Background: an optimization exercise with open tools, aiming at a short achievable clock period and few clock cycles. Do not read the settings as production practice.
The RTL was checked by simulation tests, not by an equivalence proof against the original design.
Power is estimated from default activity; no workload was simulated.

==> run a: inputs <==
## Microprocesador
module Microprocesador(
    input CLK,
    input Reset,
    output [31:0] imem_addr,
    input  [31:0] imem_rdata,
    output [31:0] dmem_addr,
    output [31:0] dmem_wdata,
    output [3:0]  dmem_wstrb,
    input  [31:0] dmem_rdata
    );
    reg [11:2] fpc;      
    reg [31:0] pcb;      
    reg [31:0] ra, rb;   
    reg        rclr;     
    reg        r_redir;  
    reg        r_kill;   
    reg        d_v, d_pt;
    reg [31:0] d_ir, d_pc, d_pimm;
    reg        e_v;
    reg [31:0] e_a, e_b, e_sd, e_alt;
    reg [5:0]  e_k;      
    reg        e_fa, e_fb, e_fn, e_fs;
    reg [4:0]  e_rd;
    reg        e_wr, e_ld, e_st, e_jalr;
    reg [8:0]  e_mp, e_mn;   
    reg [2:0]  e_f3;
    reg        e_s_sll, e_s_sr, e_s_sra, e_s_slt, e_s_sltu, e_s_xor, e_s_or, e_s_and, e_s_pass;
    reg [31:0] m_res, m_addr, m_wdata;
    reg [3:0]  m_wstrb;
    reg [4:0]  m_rd;
    reg        m_wr, m_ld;
    reg [2:0]  m_f3;
    reg [31:0] w_res;
    reg [4:0]  w_rd;
    reg        w_wr;
    reg [31:0] rf [1:31];
    assign imem_addr  = {20'd0, fpc, 2'b00};
    assign dmem_addr  = m_addr;
    assign dmem_wdata = m_wdata;
    assign dmem_wstrb = m_wstrb;
    wire        f_pt;
    wire [11:2] f_next;
    rv_fetch u_fetch (.fpc(fpc), .ins(imem_rdata), .taken(f_pt), .next(f_next));
    wire        f_jal   = (imem_rdata[6:0] == 7'b1101111);
    wire        f_auipc = (imem_rdata[6:0] == 7'b0010111);
    wire [31:0] f_imm   = f_jal   ? {{11{imem_rdata[31]}}, imem_rdata[31], imem_rdata[19:12], imem_rdata[20], imem_rdata[30:21], 1'b0} :
                          f_auipc ? {imem_rdata[31:12], 12'b0} :
                                    {{19{imem_rdata[31]}}, imem_rdata[31], imem_rdata[7], imem_rdata[30:25], imem_rdata[11:8], 1'b0};
    wire [31:0] lw = dmem_rdata >> {m_addr[1:0], 3'b000};
    wire [31:0] ld_val = (m_f3[1:0] == 2'b00) ? {{24{lw[7]  & ~m_f3[2]}}, lw[7:0]} :
  ...
==> flow/config.mk <==
export PLATFORM = sky130hd
export DESIGN_NAME = Microprocesador
export DESIGN_NICKNAME = Microprocesador
export VERILOG_FILES = /design/flow/design.v
export SDC_FILE = /design/flow/constraint.sdc
export NUM_CORES = 4
export LEC_CHECK = 0
export ABC_CLOCK_PERIOD_IN_PS = 3000
export CAP_MARGIN = 20
export CORE_MARGIN = 2
export CORE_UTILIZATION = 40
export PLACE_DENSITY = 0.6
export SETUP_SLACK_MARGIN = 5
export SLEW_MARGIN = 20
export SYNTH_HIERARCHICAL = 1
export TNS_END_PERCENT = 100
==> flow/constraint.sdc <==
create_clock -name core_clock -period 11.0 [get_ports {CLK}]
set_input_delay 2.2000 -clock core_clock [delete_from_list [all_inputs] [get_ports {CLK}]]
set_output_delay 2.2000 -clock core_clock [all_outputs]
set_load 0.01 [all_outputs]
standard.sh (not shown) runs the stock make flow with config.mk's settings and CLKGATE_MAP_FILE= SYNTH_SCRIPT=/design/flow/synth_recipe.tcl, a recipe that flattens the netlist after the stock synthesis.
==> flow/flow/run.sh <==
#!/bin/bash
set -euo pipefail
bash standard.sh SETUP_SLACK_MARGIN=7.7 TNS_END_PERCENT=100 ABC_CLOCK_PERIOD_IN_PS=3000 finish > standard_flow.log 2>&1
==> inputs of run b, as changes to run a <==
--- a/flow/design.v
+++ b/flow/design.v
@@ -485,29 +485,28 @@
     output [31:0] dmem_addr,
     output [31:0] dmem_wdata,
     output [3:0]  dmem_wstrb,
     input  [31:0] dmem_rdata
     );
     reg [11:2] fpc;      
     reg [31:0] pcb;      
-    reg [31:0] ra, rb;   
-    reg        rclr;     
+    reg [31:0] rpc;      
     reg        r_redir;  
     reg        r_kill;   
     reg        d_v, d_pt;
-    reg [31:0] d_ir, d_pc, d_pimm;
+    reg [31:0] d_ir, d_pc;
     reg        e_v;
     reg [31:0] e_a, e_b, e_sd, e_alt;
     reg [5:0]  e_k;      
     reg        e_fa, e_fb, e_fn, e_fs;
     reg [4:0]  e_rd;
-    reg        e_wr, e_ld, e_st, e_jalr;
-    reg [8:0]  e_mp, e_mn;   
+    reg        e_wr, e_ld, e_st, e_br, e_jalr;
     reg [2:0]  e_f3;
-    reg        e_s_sll, e_s_sr, e_s_sra, e_s_slt, e_s_sltu, e_s_xor, e_s_or, e_s_and, e_s_pass;
+    reg        e_s_add, e_s_sll, e_s_sr, e_s_sra, e_s_slt, e_s_sltu, e_s_xor, e_s_or, e_s_and, e_s_pass;
+    reg        e_c_eq, e_c_lt, e_c_ltu, e_c_inv;
     reg [31:0] m_res, m_addr, m_wdata;
     reg [3:0]  m_wstrb;
     reg [4:0]  m_rd;
     reg        m_wr, m_ld;
     reg [2:0]  m_f3;
     reg [31:0] w_res;
     reg [4:0]  w_rd;
@@ -516,19 +515,14 @@
     assign imem_addr  = {20'd0, fpc, 2'b00};
     assign dmem_addr  = m_addr;
     assign dmem_wdata = m_wdata;
     assign dmem_wstrb = m_wstrb;
     wire        f_pt;
     wire [11:2] f_next;
     rv_fetch u_fetch (.fpc(fpc), .ins(imem_rdata), .taken(f_pt), .next(f_next));
-    wire        f_jal   = (imem_rdata[6:0] == 7'b1101111);
-    wire        f_auipc = (imem_rdata[6:0] == 7'b0010111);
-    wire [31:0] f_imm   = f_jal   ? {{11{imem_rdata[31]}}, imem_rdata[31], imem_rdata[19:12], imem_rdata[20], imem_rdata[30:21], 1'b0} :
-                          f_auipc ? {imem_rdata[31:12], 12'b0} :
-                                    {{19{imem_rdata[31]}}, imem_rdata[31], imem_rdata[7], imem_rdata[30:25], imem_rdata[11:8], 1'b0};
     wire [31:0] lw = dmem_rdata >> {m_addr[1:0], 3'b000};
     wire [31:0] ld_val = (m_f3[1:0] == 2'b00) ? {{24{lw[7]  & ~m_f3[2]}}, lw[7:0]} :
                          (m_f3[1:0] == 2'b01) ? {{16{lw[15] & ~m_f3[2]}}, lw[15:0]} : lw;
     wire [6:0] op  = d_ir[6:0];
     wire [2:0] f3  = d_ir[14:12];
     wire [4:0] rd  = d_ir[11:7];
     wire [4:0] rs1 = d_ir[19:15];
@@ -544,46 +538,45 @@
     wire op_reg   = (op == 7'b0110011);
     wire op_alu   = op_reg | op_imm;
     wire use1 = ~(op_lui | op_auipc | op_jal);
     wire useb = op_reg | op_br;             
     wire use2 = useb | op_st;
     wire wr_d = (op_lui | op_auipc | op_jal | op_jalr | op_ld | op_alu) && (rd != 5'd0);
     wire sub_d = op_reg && f3 == 3'b000 && d_ir[30];
-    wire add_d = op_alu && f3 == 3'b000 && !sub_d;
     wire [31:0] immI = {{20{d_ir[31]}}, d_ir[31:20]};
     wire [31:0] immS = {{20{d_ir[31]}}, d_ir[31:25], d_ir[11:7]};
     wire [31:0] immB = {{19{d_ir[31]}}, d_ir[31], d_ir[7], d_ir[30:25], d_ir[11:8], 1'b0};
     wire [31:0] immU = {d_ir[31:12], 12'b0};
-    wire [31:0] d_tP, d_pc4, pcb4;
-    rv_add32 u_tP (.a(d_pc), .b(d_pimm), .s(d_tP));
+    wire [31:0] immJ = {{11{d_ir[31]}}, d_ir[31], d_ir[19:12], d_ir[20], d_ir[30:21], 1'b0};
+    wire [31:0] d_tB, d_tJ, d_tU, d_pc4, pcb4;
+    rv_add32 u_tB (.a(d_pc), .b(immB), .s(d_tB));
+    rv_add32 u_tJ (.a(d_pc), .b(immJ), .s(d_tJ));
+    rv_add32 u_tU (.a(d_pc), .b(immU), .s(d_tU));
     rv_inc32 u_d4 (.a(d_pc), .s(d_pc4));
     rv_inc32 u_p4 (.a(pcb),  .s(pcb4));
+    wire [31:0] d_tP   = ({32{op_jal}} & d_tJ) | ({32{~op_jal}} & d_tB);
     wire        d_bbk  = op_br && d_ir[31];
+    wire        d_sp   = op_jal || d_bbk;                
     wire        pf_t   = !r_redir && d_v && d_pt;
-    wire [31:0] rsum;
-    rv_add32 u_rs (.a(ra), .b(rb), .s(rsum));
-    wire [31:0] rpc    = {rsum[31:1], rsum[0] & ~rclr};
     wire [31:0] pc_f   = ({32{r_redir}} & rpc) | ({32{pf_t}} & d_tP) | ({32{!r_redir && !pf_t}} & pcb4);
     wire fe1 = e_wr && rs1 == e_rd;
     wire fe2 = e_wr && rs2 == e_rd;
     wire hz_e = e_ld && ((use1 && fe1) || (use2 && fe2));
     wire hz_2 = use1 && fe1 && useb && fe2;
     wire stall = d_v && (hz_e || hz_2);
-    wire [2:0] br_case = {useb && fe2, use1 && fe1, !(use1 && fe1) && !(useb && fe2)};
-    wire [8:0] br_sel  = {{3{f3[2:1] == 2'b10}} & br_case, {3{f3[2:1] == 2'b11}} & br_case,
-                          {3{f3[2:1] == 2'b00}} & br_case};
-    wire       br_inv  = f3[0] ^ d_bbk;
     wire        jb_e   = fe1 && e_s_pass;
     wire        jb_m   = !fe1 && m_wr && !m_ld && rs1 == m_rd;
     wire        jalr_id = op_jalr && (jb_e || jb_m);
     wire [31:0] jt_e, jt_m;
     rv_add32 u_je (.a(e_alt), .b(immI), .s(jt_e));
     rv_add32 u_jm (.a(m_res), .b(immI), .s(jt_m));
     wire [31:0] jt_id  = ({32{jb_e}} & jt_e) | ({32{~jb_e}} & jt_m);
-    wire id_redir = d_v && !stall && jalr_id;
+    wire id_redir = d_v && !stall && (jalr_id || (!op_jalr && d_sp != d_pt));
+    wire [31:0] id_tgt = ({32{op_jalr}} & {jt_id[31:1], 1'b0}) | ({32{!op_jalr && d_sp}} & d_tP) |
+                         ({32{!op_jalr && !d_sp}} & d_pc4);
     wire [31:0] rf1 = (rs1 == 5'd0) ? 32'd0 : rf[rs1];
     wire [31:0] rf2 = (rs2 == 5'd0) ? 32'd0 : rf[rs2];
     wire [31:0] m_val = m_ld ? ld_val : m_res;
     wire [31:0] r1 = (m_wr && rs1 == m_rd) ? m_val : (w_wr && rs1 == w_rd) ? w_res : rf1;
     wire [31:0] r2 = (m_wr && rs2 == m_rd) ? m_val : (w_wr && rs2 == w_rd) ? w_res : rf2;
     wire [31:0] bsel = useb ? r2 : op_st ? immS : immI;
     wire e_ok = ~r_kill;
@@ -605,59 +598,48 @@
     wire ltu  = (e_fa & lu1) | (e_fb & lu2) | (e_fn & lu0);
     wire lt   = (e_fa & ls1) | (e_fb & ls2) | (e_fn & ls0);
     wire [31:0] A  = e_fa ? m_res : e_a;
     wire [31:0] B  = e_fb ? m_res : e_b;
     wire [31:0] SD = e_fs ? m_res : e_sd;
     wire [31:0] shl = A << B[4:0];
     wire [31:0] shr = {{32{e_s_sra & A[31]}}, A} >> B[4:0];
-    wire [31:0] ex_oth = ({32{e_s_sll}}  & shl)
+    wire [31:0] ex_res = ({32{e_s_add}}  & sum)
+                       | ({32{e_s_sll}}  & shl)
                        | ({32{e_s_sr}}   & shr)
                        | ({32{e_s_slt}}  & {31'd0, lt})
                        | ({32{e_s_sltu}} & {31'd0, ltu})
                        | ({32{e_s_xor}}  & (A ^ B))
                        | ({32{e_s_or}}   & (A | B))
                        | ({32{e_s_and}}  & (A & B))
                        | ({32{e_s_pass}} & e_alt);
-    wire [31:0] ex_res = sum | ex_oth;
-    wire [8:0] cmp = {ls2, ls1, ls0, lu2, lu1, lu0, eq2, eq1, eq0};
-    wire mispred = |(e_mp & cmp) | |(e_mn & ~cmp);
-    wire redir   = e_ok & (mispred | e_jalr);
+    wire taken   = (e_c_eq & eq) | (e_c_lt & lt) | (e_c_ltu & ltu);
+    wire redir   = e_ok & ((e_br & (taken ^ e_c_inv)) | e_jalr);
     wire [31:0] redir_pc = e_jalr ? {jt[31:1], 1'b0} : e_alt;
     wire [3:0] strb = (e_f3[1:0] == 2'b00) ? (4'b0001 << jt[1:0]) :
                       (e_f3[1:0] == 2'b01) ? (jt[1] ? 4'b1100 : 4'b0011) : 4'b1111;
     always @(posedge CLK) begin
         if (Reset) begin
             fpc  <= 10'd0;
-            ra   <= 32'd0;
-            rb   <= 32'd0;
-            rclr <= 1'b0;
+            rpc  <= 32'd0;
             r_redir <= 1'b1;
             r_kill  <= 1'b0;
             d_pt <= 1'b0;
             d_v  <= 1'b0;
             e_v  <= 1'b0;
-            e_wr <= 1'b0; e_ld <= 1'b0; e_st <= 1'b0; e_mp <= 9'd0; e_mn <= 9'd0; e_jalr <= 1'b0;
+            e_wr <= 1'b0; e_ld <= 1'b0; e_st <= 1'b0; e_br <= 1'b0; e_jalr <= 1'b0;
             m_wr <= 1'b0; m_ld <= 1'b0; m_wstrb <= 4'b0000;
             w_wr <= 1'b0;
         end else begin
             if (redir)
                 fpc <= redir_pc[11:2];
             else if (id_redir)
-                fpc <= jt_id[11:2];
+                fpc <= id_tgt[11:2];
             else if (!stall)
                 fpc <= f_next;
-            if (redir) begin
-                ra   <= e_jalr ? A : e_alt;
-                rb   <= e_jalr ? e_b : 32'd0;
-                rclr <= e_jalr;
-            end else begin
-                ra   <= jb_e ? e_alt : m_res;
-                rb   <= immI;
-                rclr <= 1'b1;
-            end
+            rpc     <= redir ? redir_pc : id_tgt;
             r_redir <= redir || id_redir;
             r_kill  <= redir;
             if (!stall)
                 d_pt <= f_pt;
             if (redir || id_redir)
                 d_v <= 1'b0;
             else if (!stall)
@@ -665,53 +647,57 @@
             begin : idex
                 reg v;
                 v = d_v && !stall;
                 e_v    <= v;
                 e_wr   <= v && wr_d;
                 e_ld   <= v && op_ld;
                 e_st   <= v && op_st;
-                e_mp   <= {9{v && op_br && !br_inv}} & br_sel;
-                e_mn   <= {9{v && op_br && br_inv}} & br_sel;
+                e_br   <= v && op_br;
                 e_jalr <= v && op_jalr && !jalr_id;
             end
             m_wr    <= e_wr && e_ok;
             m_ld    <= e_ld && e_ok;
             m_wstrb <= (e_st && e_ok) ? strb : 4'b0000;
             w_wr    <= m_wr;
         end
     end
     always @(posedge CLK) begin
         if (!stall) begin
             d_ir <= imem_rdata;
-            d_pimm <= f_imm;
             d_pc <= pc_f;
             pcb  <= pc_f;
         end
         e_rd  <= rd;
         e_f3  <= f3;
         e_fa  <= use1 && fe1;
         e_fb  <= useb && fe2;
         e_fn  <= !(use1 && fe1) && !(useb && fe2);
         e_fs  <= fe2;
         e_a   <= r1;
         e_b   <= bsel;
         e_sd  <= r2;
-        e_alt <= ({32{op_lui}} & immU) | ({32{op_auipc || (op_br && !d_bbk)}} & d_tP) |
+        e_alt <= ({32{op_lui}} & immU) | ({32{op_auipc}} & d_tU) |
+                 ({32{op_br && !d_bbk}} & d_tB) |
                  ({32{!(op_lui || op_auipc || (op_br && !d_bbk))}} & d_pc4);
         e_k   <= {sub_d && (useb && fe2), sub_d && (use1 && fe1), sub_d && !(use1 && fe1) && !(useb && fe2),
-                  add_d && (useb && fe2), add_d && (use1 && fe1), add_d && !(use1 && fe1) && !(useb && fe2)};
+                  !sub_d && (useb && fe2), !sub_d && (use1 && fe1), !sub_d && !(use1 && fe1) && !(useb && fe2)};
+        e_s_add  <= op_ld || op_st || (op_alu && f3 == 3'b000);
         e_s_sll  <= op_alu && f3 == 3'b001;
         e_s_sr   <= op_alu && f3 == 3'b101;
         e_s_sra  <= d_ir[30];
         e_s_slt  <= op_alu && f3 == 3'b010;
         e_s_sltu <= op_alu && f3 == 3'b011;
         e_s_xor  <= op_alu && f3 == 3'b100;
         e_s_or   <= op_alu && f3 == 3'b110;
         e_s_and  <= op_alu && f3 == 3'b111;
         e_s_pass <= op_lui || op_auipc || op_jal || op_jalr;
+        e_c_eq   <= f3[2:1] == 2'b00;
+        e_c_lt   <= f3[2:1] == 2'b10;
+        e_c_ltu  <= f3[2:1] == 2'b11;
+        e_c_inv  <= f3[0] ^ d_bbk;
         m_rd    <= e_rd;
         m_f3    <= e_f3;
         m_res   <= ex_res;
         m_addr  <= jt;
         m_wdata <= (e_f3[1:0] == 2'b00) ? {4{SD[7:0]}} :
                    (e_f3[1:0] == 2'b01) ? {2{SD[15:0]}} : SD;
         w_rd  <= m_rd;
SYNTH_HIERARCHICAL = not set   (was 1)
==> inputs of run c, as changes to run a <==
--- a/flow/design.v
+++ b/flow/design.v
@@ -485,16 +485,17 @@
     output [31:0] dmem_addr,
     output [31:0] dmem_wdata,
     output [3:0]  dmem_wstrb,
     input  [31:0] dmem_rdata
     );
     reg [11:2] fpc;      
     reg [31:0] pcb;      
-    reg [31:0] ra, rb;   
-    reg        rclr;     
+    reg [31:0] xa, xb;   
+    reg        xclr;     
+    reg [31:0] ia, ib;   
     reg        r_redir;  
     reg        r_kill;   
     reg        d_v, d_pt;
     reg [31:0] d_ir, d_pc, d_pimm;
     reg        e_v;
     reg [31:0] e_a, e_b, e_sd, e_alt;
     reg [5:0]  e_k;      
@@ -553,19 +554,20 @@
     wire [31:0] immS = {{20{d_ir[31]}}, d_ir[31:25], d_ir[11:7]};
     wire [31:0] immB = {{19{d_ir[31]}}, d_ir[31], d_ir[7], d_ir[30:25], d_ir[11:8], 1'b0};
     wire [31:0] immU = {d_ir[31:12], 12'b0};
     wire [31:0] d_tP, d_pc4, pcb4;
     rv_add32 u_tP (.a(d_pc), .b(d_pimm), .s(d_tP));
     rv_inc32 u_d4 (.a(d_pc), .s(d_pc4));
     rv_inc32 u_p4 (.a(pcb),  .s(pcb4));
-    wire        d_bbk  = op_br && d_ir[31];
+    wire        d_bbk  = op_br && (d_ir[31] || d_ir[12]);    
     wire        pf_t   = !r_redir && d_v && d_pt;
-    wire [31:0] rsum;
-    rv_add32 u_rs (.a(ra), .b(rb), .s(rsum));
-    wire [31:0] rpc    = {rsum[31:1], rsum[0] & ~rclr};
+    wire [31:0] xsum, isum;
+    rv_add32 u_xs (.a(xa), .b(xb), .s(xsum));
+    rv_add32 u_is (.a(ia), .b(ib), .s(isum));
+    wire [31:0] rpc    = r_kill ? {xsum[31:1], xsum[0] & ~xclr} : {isum[31:1], 1'b0};
     wire [31:0] pc_f   = ({32{r_redir}} & rpc) | ({32{pf_t}} & d_tP) | ({32{!r_redir && !pf_t}} & pcb4);
     wire fe1 = e_wr && rs1 == e_rd;
     wire fe2 = e_wr && rs2 == e_rd;
     wire hz_e = e_ld && ((use1 && fe1) || (use2 && fe2));
     wire hz_2 = use1 && fe1 && useb && fe2;
     wire stall = d_v && (hz_e || hz_2);
     wire [2:0] br_case = {useb && fe2, use1 && fe1, !(use1 && fe1) && !(useb && fe2)};
@@ -623,41 +625,35 @@
     wire redir   = e_ok & (mispred | e_jalr);
     wire [31:0] redir_pc = e_jalr ? {jt[31:1], 1'b0} : e_alt;
     wire [3:0] strb = (e_f3[1:0] == 2'b00) ? (4'b0001 << jt[1:0]) :
                       (e_f3[1:0] == 2'b01) ? (jt[1] ? 4'b1100 : 4'b0011) : 4'b1111;
     always @(posedge CLK) begin
         if (Reset) begin
             fpc  <= 10'd0;
-            ra   <= 32'd0;
-            rb   <= 32'd0;
-            rclr <= 1'b0;
+            xa   <= 32'd0;
+            xb   <= 32'd0;
+            xclr <= 1'b0;
             r_redir <= 1'b1;
-            r_kill  <= 1'b0;
+            r_kill  <= 1'b1;
             d_pt <= 1'b0;
             d_v  <= 1'b0;
             e_v  <= 1'b0;
             e_wr <= 1'b0; e_ld <= 1'b0; e_st <= 1'b0; e_mp <= 9'd0; e_mn <= 9'd0; e_jalr <= 1'b0;
             m_wr <= 1'b0; m_ld <= 1'b0; m_wstrb <= 4'b0000;
             w_wr <= 1'b0;
         end else begin
             if (redir)
                 fpc <= redir_pc[11:2];
             else if (id_redir)
                 fpc <= jt_id[11:2];
             else if (!stall)
                 fpc <= f_next;
-            if (redir) begin
-                ra   <= e_jalr ? A : e_alt;
-                rb   <= e_jalr ? e_b : 32'd0;
-                rclr <= e_jalr;
-            end else begin
-                ra   <= jb_e ? e_alt : m_res;
-                rb   <= immI;
-                rclr <= 1'b1;
-            end
+            xa   <= e_jalr ? A : e_alt;
+            xb   <= e_jalr ? e_b : 32'd0;
+            xclr <= e_jalr;
             r_redir <= redir || id_redir;
             r_kill  <= redir;
             if (!stall)
                 d_pt <= f_pt;
             if (redir || id_redir)
                 d_v <= 1'b0;
             else if (!stall)
@@ -676,14 +672,16 @@
             m_wr    <= e_wr && e_ok;
             m_ld    <= e_ld && e_ok;
             m_wstrb <= (e_st && e_ok) ? strb : 4'b0000;
             w_wr    <= m_wr;
         end
     end
     always @(posedge CLK) begin
+        ia <= jb_e ? e_alt : m_res;
+        ib <= immI;
         if (!stall) begin
             d_ir <= imem_rdata;
             d_pimm <= f_imm;
             d_pc <= pc_f;
             pcb  <= pc_f;
         end
         e_rd  <= rd;
@@ -763,14 +761,14 @@
 module rv_fetch (
     input  [11:2] fpc,
     input  [31:0] ins,
     output        taken,
     output [11:2] next
     );
     wire        jal = (ins[6:0] == 7'b1101111);
-    wire        bbk = (ins[6:0] == 7'b1100011) && ins[31];
+    wire        bbk = (ins[6:0] == 7'b1100011) && (ins[31] || ins[12]);
     wire [11:2] tJ  = fpc + {ins[20], ins[30:22]};
     wire [11:2] tB  = fpc + {ins[7], ins[30:25], ins[11:9]};
     wire [11:2] n4  = fpc + 10'd1;
     assign taken = jal | bbk;
     assign next  = ({10{jal}} & tJ) | ({10{bbk}} & tB) | ({10{!jal && !bbk}} & n4);
 endmodule
==> comparison table <==
	run a	run b	run c
Largest incremental delay on the critical path	0.39 ns	0.49 ns	0.48 ns
Internal Dissipation	11,800 uW	11,300 uW	11,900 uW
Multi-Input Combinational	6,132	6,177	6,248
Run status	timing/DRC/antenna clean	timing/DRC/antenna clean	timing/DRC/antenna clean
Post_cts resized	1,362	1,428	1,220
Detailed-route vias per instance	6.50	6.42	6.44
Minimum clock period after layout	4.09 ns	4.08 ns	3.90 ns
Met1 track utilization from global routing	0.415	0.422	0.394
Crit. path cell count	20	16	14
Critical path buffer and inverter count	4	4	1
Antenna violations before repair	43	35	46
Worst slack at placement	5.77 ns	5.49 ns	5.78 ns
Leak Pwr	0.0472 uW	0.0437 uW	0.0470 uW
Highest net fanout along the worst path	6	5	7
Peak Freq	244 MHz	245 MHz	257 MHz
RD Place Congestion	1.06	1.00	1.04
Total GRT Usage	0.343	0.335	0.326
Power in combinational cells	4560 uW	4480 uW	4520 uW
Power in the clock group	6210 uW	5760 uW	6080 uW
Post-detailed-route wirelength per cell	35.8 um	34.5 um	34.5 um
Total number of yosys warnings	7	1	7
Final Instance Area	0.122 mm^2	0.117 mm^2	0.122 mm^2
Testbench counts of run a, summed over its fixed seeds: cycles 33,928.
Testbench counts of run b, summed over its fixed seeds: cycles 33,928.
Testbench counts of run c, summed over its fixed seeds: cycles 33,294.

[re-timing with driven ports]
Ports are ideal in the flow. The routed layouts listed here were re-timed in OpenROAD. Step 1: set_driving_cell puts a clkbuf_16 on CLK and a buf_2 on each other input, an assumption about the parent block. Step 2 also shifts input and output timing later by t, the mid clock arrival at the registers, as if the neighbouring blocks saw the same clock. Slacks: ideal / step 1 / step 2; pairs: ideal / step 1.
run | t, ns | slack for setup (ns) | slew at the worst register clock pin (ns) | worst data-port slew with drivers (ns)
run a | 0.927 | 6.906 / 6.906 / 6.274 | 0.07 / 0.07 | 0.07
run b | 0.912 | 6.920 / 6.920 / 6.203 | 0.07 / 0.07 | 0.09
run c | 0.939 | 7.104 / 7.104 / 6.406 | 0.08 / 0.08 | 0.05
After both steps setup and hold are still met in every run listed. The setup slack of run b, which loses most, moves by 0.000 ns with the drivers and by -0.717 ns with both steps.
